Context: an optimization exercise on an open-source flow, tuned for small area. The choices shown serve that exercise and are no tape-out recipe. The RTL was checked by simulation tests, not by an equivalence proof against the original design. No driver is modelled on the clock port, so clocking that relies on it looks cheaper here than on a real chip. Power figures rest on the tool's default switching activity, not on a simulated workload.

==> flow/design.v <==
`default_nettype none
module timer_sel (
    input  wire          sel,
    input  wire          sel_n,
    input  wire [31 : 0] a,
    input  wire [31 : 0] b,
    output wire [31 : 0] y
);
  assign y = ({32{sel}} & a) | ({32{sel_n}} & b);
endmodule   
module timer_sel_n (
    input  wire          sel,
    input  wire          sel_n,
    input  wire [31 : 0] a,
    input  wire [31 : 0] b,
    output wire [31 : 0] y
);
  assign y = ~(({32{sel_n}} | a) & ({32{sel}} | b));
endmodule   
module timer_hold_n (
    input  wire          sel,
    input  wire [31 : 0] a,
    input  wire [31 : 0] q,
    output wire [31 : 0] y
);
  assign y = ~(({32{sel}} & a) | ({32{~sel}} & ~q));
endmodule   
module timer_read (
    input  wire          sel_a_n,
    input  wire [31 : 0] a_n,
    input  wire          sel_b_n,
    input  wire [31 : 0] b_n,
    output wire [31 : 0] y
);
  assign y = ~(({32{sel_a_n}} | a_n) & ({32{sel_b_n}} | b_n));
endmodule   
`default_nettype none
module timer (
    input wire clk,
    input wire reset_n,
    input wire cs,
    input wire we,
    input  wire [ 7 : 0] address,
    input  wire [31 : 0] write_data,
    output wire [31 : 0] read_data,
    output wire          ready
);
  localparam ADDR_CTRL = 8'h08;
  localparam ADDR_STATUS = 8'h09;
  localparam ADDR_PRESCALER = 8'h0a;
  localparam ADDR_TIMER = 8'h0b;
  reg  [31 : 0] prescaler_reg_n;   
  reg           prescaler_valid;
  reg  [31 : 0] timer_reg;
  reg           timer_valid;
  reg  [31 : 0] prescaler_ctr;
  reg           prescaler_ctr_valid;
  reg  [31 : 0] timer_ctr_n;   
  reg           timer_ctr_valid;
  reg           running_reg;
  reg           pending_reg;
  wire          wr = cs & we;
  wire          rd = cs & ~we;
  wire          wr_ctrl = wr & (address == ADDR_CTRL);
  wire          wr_prescaler = wr & (address == ADDR_PRESCALER) & ~running_reg;
  wire          wr_timer = wr & (address == ADDR_TIMER) & ~running_reg;
  wire          start = pending_reg & ~running_reg;
  wire          stop = pending_reg & running_reg;
  wire          tick = ~prescaler_ctr_valid | (prescaler_ctr[31 : 1] == 31'h0);
  wire          last = ~timer_ctr_valid | (&timer_ctr_n[31 : 1]);
  wire          cont = running_reg & ~stop & ~(tick & last);
  wire          running_new = running_reg ? cont : start;
  wire [31 : 0] prescaler_reg_n_new;
  timer_hold_n prescaler_reg_sel (
      .sel(wr_prescaler),
      .a(write_data),
      .q(prescaler_reg_n),
      .y(prescaler_reg_n_new)
  );
  wire          prescaler_load = ~running_reg | tick;
  wire [31 : 0] prescaler_ctr_new;
  timer_sel_n prescaler_ctr_sel (
      .sel(prescaler_load),
      .sel_n(~prescaler_load),
      .a(prescaler_reg_n),
      .b(~(prescaler_ctr - 32'h1)),
      .y(prescaler_ctr_new)
  );
  wire [31 : 0] timer_new;
  timer_sel timer_new_sel (
      .sel(wr_timer),
      .sel_n(~wr_timer),
      .a(write_data),
      .b(timer_reg),
      .y(timer_new)
  );
  wire          timer_dec = running_reg & tick;
  wire [31 : 0] timer_ctr_n_new;
  timer_sel_n timer_ctr_sel (
      .sel(running_new),
      .sel_n(~running_new),
      .a(~(timer_ctr_n + {31'h0, timer_dec})),
      .b(timer_new),
      .y(timer_ctr_n_new)
  );
  always @(posedge clk) begin
    prescaler_reg_n <= prescaler_reg_n_new;
    timer_reg       <= timer_new;
    prescaler_ctr   <= prescaler_ctr_new;
    timer_ctr_n     <= timer_ctr_n_new;
    if (prescaler_load) prescaler_ctr_valid <= prescaler_valid;
    if (!reset_n) begin
      prescaler_valid <= 1'h0;
      timer_valid     <= 1'h0;
      timer_ctr_valid <= 1'h0;
      running_reg     <= 1'h0;
      pending_reg     <= 1'h0;
    end
    else begin
      prescaler_valid <= prescaler_valid | wr_prescaler;
      timer_valid     <= timer_valid | wr_timer;
      if (!running_new) timer_ctr_valid <= timer_valid | wr_timer;
      running_reg     <= running_new;
      pending_reg     <= wr_ctrl & (running_new ? write_data[1] : write_data[0]);
    end
  end
  wire sel_status = rd & (address == ADDR_STATUS);
  wire sel_prescaler = rd & (address == ADDR_PRESCALER) & prescaler_valid;
  wire sel_timer = rd & (address == ADDR_TIMER) & timer_ctr_valid;
  wire [31 : 0] read_regs;
  timer_read read_sel (
      .sel_a_n(~sel_prescaler),
      .a_n(prescaler_reg_n),
      .sel_b_n(~sel_timer),
      .b_n(timer_ctr_n),
      .y(read_regs)
  );
  assign read_data = read_regs | {31'h0, sel_status & running_reg};
  assign ready = cs;
endmodule   
==> flow/flow/run.sh <==
#!/bin/bash
# Standard ORFS layout (the standard.sh) with these changes:
#  - synthesis maps logic with an area-oriented ABC script (flow/synth.tcl, flow/area.abc);
#  - floorplan skips its wire-load-model timing repair;
#  - ports are buffered with buf_1;
#  - a hand-built clock tree (flow/cts_tree.tcl): one clkbuf_8 root driving
#    CLOCK_TREE_LEAVES clkbuf_8 leaves, each driving one cluster of flip-flops;

set -euo pipefail
HERE=$(pwd)
export AREA_ABC_SCRIPT=$HERE/flow/area.abc
# Floorplan: only remove synthesis buffers; its timing repair sizes cells up against
# wire-load estimates that placement shows are not needed.
export REMOVE_ABC_BUFFERS=1
export BUFFER_PORTS_ARGS="-buffer_cell sky130_fd_sc_hd__buf_1"
export CLOCK_TREE_LEAVES=8
export PRE_CTS_TCL=$HERE/flow/cts_tree.tcl
# TritonCTS then only looks at the clock port's net, which has a single sink, and skips it.
export CTS_ARGS="-clk_nets clk -buf_list sky130_fd_sc_hd__clkbuf_8"

sed "s#SYNTH_SCRIPT=[^ ]*#SYNTH_SCRIPT=$HERE/flow/synth.tcl#" standard.sh > my_standard.sh
grep -q "SYNTH_SCRIPT=$HERE/flow/synth.tcl" my_standard.sh
bash my_standard.sh > standard.log 2>&1
==> flow/flow/area.abc <==
&get -n
&st
&syn3
&dch
&nf -R 1000
&st
&syn3
&dch
&nf -R 1000
&put
topo
stime -c
==> flow/flow/cts_tree.tcl <==
# PRE_CTS hook: build the clock tree by hand. The flip-flops are split into
# CLOCK_TREE_LEAVES k-means clusters of about equal size; each cluster gets a clkbuf_8 at its
# centre, and one clkbuf_8 root at the centre of the leaves drives them all, so the clock
# port drives a single cell pin. TritonCTS then finds no clock net left to buffer.
proc manual_clock_tree { nb cell rootcell } {
  set block [ord::get_db_block]
  set clknet [$block findNet clk]
  set sinks {}
  foreach it [$clknet getITerms] {
    set inst [$it getInst]
    set bb [$inst getBBox]
    lappend sinks [list $it [expr {([$bb xMin] + [$bb xMax]) / 2}] [expr {([$bb yMin] + [$bb yMax]) / 2}]]
  }
  set n [llength $sinks]
  set srt [lsort -integer -command {apply {{a b} {expr {([lindex $a 1]+[lindex $a 2]) - ([lindex $b 1]+[lindex $b 2])}}}} $sinks]
  set cen {}
  for {set g 0} {$g < $nb} {incr g} {
    set s [lindex $srt [expr {(2 * $g + 1) * $n / (2 * $nb)}]]
    lappend cen [list [lindex $s 1] [lindex $s 2]]
  }
  set cap [expr {($n + $nb - 1) / $nb + 2}]
  for {set iter 0} {$iter < 30} {incr iter} {
    # balanced assignment: nearest centre first, with a size cap per cluster
    set pairs {}
    set i 0
    foreach s $sinks {
      set g 0
      foreach c $cen {
        set d [expr {abs([lindex $s 1] - [lindex $c 0]) + abs([lindex $s 2] - [lindex $c 1])}]
        lappend pairs [list $d $i $g]
        incr g
      }
      incr i
    }
    set pairs [lsort -integer -index 0 $pairs]
    set asg [lrepeat $n -1]
    set cnt [lrepeat $nb 0]
    foreach p $pairs {
      lassign $p d i g
      if {[lindex $asg $i] >= 0} continue
      if {[lindex $cnt $g] >= $cap} continue
      lset asg $i $g
      lset cnt $g [expr {[lindex $cnt $g] + 1}]
    }
    set newcen {}
    for {set g 0} {$g < $nb} {incr g} {
      set sx 0; set sy 0; set k 0
      for {set i 0} {$i < $n} {incr i} {
        if {[lindex $asg $i] == $g} {
          set s [lindex $sinks $i]
          set sx [expr {$sx + [lindex $s 1]}]; set sy [expr {$sy + [lindex $s 2]}]; incr k
        }
      }
      if {$k > 0} { lappend newcen [list [expr {$sx / $k}] [expr {$sy / $k}]] } else { lappend newcen [lindex $cen $g] }
    }
    set cen $newcen
  }
  set master [[ord::get_db] findMaster $cell]
  set rx 0; set ry 0
  for {set g 0} {$g < $nb} {incr g} {
    set buf [odb::dbInst_create $block $master "clkbuf_leaf_$g"]
    set net [odb::dbNet_create $block "clknet_leaf_$g"]
    $net setSigType CLOCK
    $buf setLocation [lindex $cen $g 0] [lindex $cen $g 1]
    $buf setPlacementStatus PLACED
    [$buf findITerm X] connect $net
    set rx [expr {$rx + [lindex $cen $g 0]}]; set ry [expr {$ry + [lindex $cen $g 1]}]
  }
  set root [odb::dbInst_create $block [[ord::get_db] findMaster $rootcell] "clkbuf_root"]
  set rnet [odb::dbNet_create $block "clknet_root"]
  $rnet setSigType CLOCK
  $root setLocation [expr {$rx / $nb}] [expr {$ry / $nb}]
  $root setPlacementStatus PLACED
  [$root findITerm X] connect $rnet
  for {set g 0} {$g < $nb} {incr g} {
    [[$block findInst "clkbuf_leaf_$g"] findITerm A] connect $rnet
  }
  for {set i 0} {$i < $n} {incr i} {
    set it [lindex $sinks $i 0]
    $it disconnect
    $it connect [$block findNet "clknet_leaf_[lindex $asg $i]"]
  }
  [$root findITerm A] connect $clknet
  puts "manual clock tree: $n sinks, $nb leaves, cluster sizes $cnt"
}

manual_clock_tree $::env(CLOCK_TREE_LEAVES) sky130_fd_sc_hd__clkbuf_8 sky130_fd_sc_hd__clkbuf_8
==> flow/flow/synth.tcl <==
# synth_recipe.tcl with one change: ABC maps the logic with flow/area.abc, an area-oriented
# script, instead of ORFS's speed script. Registers are mapped before ABC, so they stay the
# same as in the standard synthesis.
proc synth {args} { yosys synth -nofsm -noshare {*}$args }
proc abc {args} {
  set i [lsearch -exact $args -script]
  if { $i >= 0 } { lset args [expr {$i + 1}] $::env(AREA_ABC_SCRIPT) }
  yosys abc {*}$args
}
source $::env(SCRIPTS_DIR)/synth.tcl
# left out here: clear keep_hierarchy, flatten, clean up, hide names made inside functions, write 1_2_yosys.v
==> flow/standard.sh <==
#!/bin/bash
# synth_recipe.tcl (not shown) runs the flow's synth.tcl, then flattens the netlist and writes it again
# the make line also repeats each setting of config.mk as NAME=value (left out here)
make -C /OpenROAD-flow-scripts/flow DESIGN_CONFIG=/design/flow/config.mk WORK_HOME=/design/flow/orfs CLKGATE_MAP_FILE= SYNTH_SCRIPT=/design/flow/synth_recipe.tcl "${@:-finish}"
==> flow/config.mk <==
export PLATFORM = sky130hd
export DESIGN_NAME = timer
export DESIGN_NICKNAME = timer
export VERILOG_FILES = /design/flow/design.v
export SDC_FILE = /design/flow/constraint.sdc
export NUM_CORES = 4
export LEC_CHECK = 0
export CAP_MARGIN = 0
export CORE_MARGIN = 2
export CORE_UTILIZATION = 40
export SLEW_MARGIN = 0
export SYNTH_HIERARCHICAL = 1
==> flow/constraint.sdc <==
create_clock -name core_clock -period 5.0 [get_ports {clk}]
set_input_delay 1.0000 -clock core_clock [delete_from_list [all_inputs] [get_ports {clk}]]
set_output_delay 1.0000 -clock core_clock [all_outputs]
set_load 0.01 [all_outputs]
==> summary.md <==
| Metric | Value |
|---|---|
| Status | `no timing/DRC/antenna violations` |
| Layout cell share with drive strength beyond 1 | `3.231%` |
| Final ANT Viol Nets | `0` |
| Commonest non-fill, non-tap cell in the layout | `dfxtp_1` |
| Clock latency on the worst-skew pair | `0.42 ns` |
| Largest net degree at the start of global routing | `35` |
| Starting Density | `40.82%` |
| Die X | `117.2 um` |
| DRT iter0 DRCs | `292` |
| Slowest CP cell | `or4_1` |
| Overflow after GRT | `0` |
| Multi-input gate area | `0.002427 mm^2` |
| First drt pass iteration count | `5` |
| Slew margin rel. | `23.27%` |
| Worst slew pin tran | `1.149 ns` |
| Tot GR Track Use | `19.64%` |
| Crit path DAT | `4.51 ns` |
| Routed wire per std cell | `17.25 um` |
| Total number of vias | `4406` |
| Die height | `117.2 um` |
| CP max stage delay | `0.58 ns` |
| Worst-path clk slew | `0.11 ns` |
| Crit path launch type | `flop` |
| Cell variety after synth | `37` |
| Clock skew | `0.03524 ns` |
| RSZ-0062 raised after global routing | `false` |
| First-pass GRT wire length | `21940 um` |
| CP bufs+invs | `0` |
| Most frequent cells in the layout | `133 x dfxtp_1, 96 x o22ai_1, 76 x buf_1` |
| Vias in the first global route | `4308` |
| Post-route clock period utilization | `83.72%` |
| Syn avg cell area | `9.753 um^2` |
| Worst setup EP type | `flop` |
| F_max | `238.9 MHz` |
| Post-synthesis sequential area ratio | `52.49%` |
| Design Power | `1.720 mW` |
| Total Wirelength | `13640 um` |
| Postcts setup bufs | `0` |
| Hold slack | `0.4782 ns` |
| Initial antenna violation count | `0` |
| Yosys reg bits | `134` |
| Cells after Synth | `526` |
| Die area | `0.01375 mm^2` |
| Placed insts | `782` |
| Final Util | `46.48%` |
| Hold Path Class | `flop to flop` |
| Total Nets Final | `668` |
| Fin. Hold Viols | `0` |
| Fin cells | `791` |
| Antenna Cells | `0` |
| Hpwl dp | `9291 um` |
| # hold bufs at CTS | `0` |
| Cell family with most CP delay | `simple AND/OR/NAND/NOR gates` |
| Filler cells | `1245` |
| Area added between synthesis and finish | `13.88%` |
| # Max-Cap Violations | `0` |
| Yosys warning count | `7` |
| Core Region | `0.01257 mm^2` |
| Num rows | `41` |
| Maximum VDD drop | `0.0002436 V` |
| Vias per inst | `5.570` |
| Drt drc | `0` |
| Mapped Area | `0.005130 mm^2` |
| Port Buffers | `76` |
| WS Path Type | `flop to flop` |
| Pleak | `2.023 nW` |
| Setup violators final | `0` |
| RePlAce Congestion | `0.8202` |
| Ports | `77` |
| Reg area | `0.002693 mm^2` |
| Slew Limit Fails | `0` |
| Tmin final | `4.186 ns` |
| Post_cts resized | `0` |
| Crit path cell chain | `or4_1, or3_1, or3_1, o41ai_1, and2_0, ha_1, and3_1, nand2_1, nor3_1, and3_1, nand3_1, xor2_1, o22ai_1` |
| Setup TNS | `0 ns` |
| Critical path fanouts, max | `6` |
| WP data required | `5.33 ns` |
| P per Cell Area | `294.5 mW/mm^2` |
-- stage by stage --
| step | instance area [um^2] | setup WS (ns) |
|---|---|---|
| global placement | 5718 | 0.9823 |
| finish | 5842 | 0.8139 |
| CTS | 5842 | 0.8645 |
| floorplan | 5122 | -1.602 |
| global route | 5842 | 0.4881 |
| detailed placement | 5718 | 0.8872 |
-- layer usage --
metal  track usage [%]  share of wire, %  vias up
met5                 0                 0        -
met4             3.686               2.0        0
met3             1.493               3.9       25
met2             34.21                47       82
met1             26.96                47     2108
li1                  -                 -     2191
-- worst paths after layout --
path                        from                end  slack (ns)  cells after the start
max            prescaler_ctr[17]    timer_ctr_n[20]        0.81                     13
min          prescaler_reg_n[29]  prescaler_ctr[29]        0.48                      1
max reg2reg    prescaler_ctr[17]    timer_ctr_n[20]        0.81                     13
min reg2reg  prescaler_reg_n[29]  prescaler_ctr[29]        0.48                      1
-- modules after synthesis, one instance, submodules excluded --
module / cells / copies in the design
timer: 334 / 1
timer_read: 32 / 1
timer_hold_n: 64 / 1
timer_sel_n: 32 / 2
timer_sel: 32 / 1
-- cell type report --
type                       instances  share of cell area (%)
sequential                       134                   46.09
multi-input combinational        383                   41.55
timing repair buffer              85                   6.040
tap                              172                   3.684
buffer                             9                   2.120
inverter                           8                  0.5140
-- report_power, final --
group | total, mW | internal, mW | switching [mW]
registers | 1.14 | 1.11 | 0.0339
logic | 0.0928 | 0.0451 | 0.0476
clock network | 0.486 | 0.163 | 0.322
-- cell families (layout without fill, tap and decap cells) --
| logic type | Yosys count | in the layout | synth area share (%) |
|---|---|---|---|
| adders and majority gates | 3 | 3 | 0.7318 |
| and+or+nand+nor | 149 | 149 | 14.12 |
| AOI/OAI and AO/OA | 177 | 177 | 22.66 |
| xor gates and xnor gates | 52 | 52 | 8.878 |
| buffers and inverters | 9 | 102 | 0.7318 |
| DFF | 134 | 134 | 52.49 |
| muxes | 2 | 2 | 0.3903 |
-- synth_stat cells --
library cell / n / area, um^2
o41ai_1: 1 / 8.760
o21a_1: 2 / 15.01
nor4bb_1: 1 / 10.01
a21oi_1: 36 / 180.2
nor3_1: 10 / 50.05
nand4_1: 7 / 43.79
a31o_1: 2 / 17.52
o21ai_0: 2 / 10.01
nor4_1: 9 / 56.30
dfxtp_1: 133 / 2663
and4_1: 1 / 8.760
a21o_1: 2 / 15.01
and2_0: 5 / 31.28
buf_4: 1 / 7.510
a22o_1: 32 / 280.3
and4b_1: 1 / 10.01
o22a_1: 1 / 8.760
and3_1: 3 / 18.77
clkinv_1: 8 / 30.03
or4_1: 2 / 15.01
or3_1: 6 / 37.54
nand2b_1: 3 / 18.77
or2_0: 4 / 25.02
nor2_1: 56 / 210.2
nand2_1: 20 / 75.07
o41a_1: 1 / 11.26
mux2i_1: 2 / 20.02
nor2b_1: 2 / 12.51
nand4b_1: 1 / 8.760
nand3_1: 17 / 85.08
nor3b_1: 1 / 7.510
ha_1: 3 / 37.54
xnor2_1: 31 / 271.5
o31ai_1: 2 / 15.01
xor2_1: 21 / 183.9
o22ai_1: 96 / 600.6
edfxtp_1: 1 / 30.03

-- separate check: timing with driven ports --
No port has a modelled driver above. Below, the same layout with a new extraction and two added sets of constraints.
Step 1: set_driving_cell puts a clkbuf_16 on clk and a buf_2 on each other input, an assumption about the parent block.
Step 2, shift: input delay + t, output delay - t, t = (earliest + latest rising clock arrival at the registers) / 2. This alone moves slack from input paths to output paths.
Slacks: ideal ports / drivers / drivers and shift; pairs: ideal ports / drivers.
t (ns): 0.430
slack for setup (ns): 0.814 / 0.814 / 0.814
worst register clock-pin slew, ns: 0.12 / 0.12
After both steps setup and hold are still met in this run. For this run, drivers alone change the setup slack by 0.000 ns; drivers and shift together by 0.000 ns.
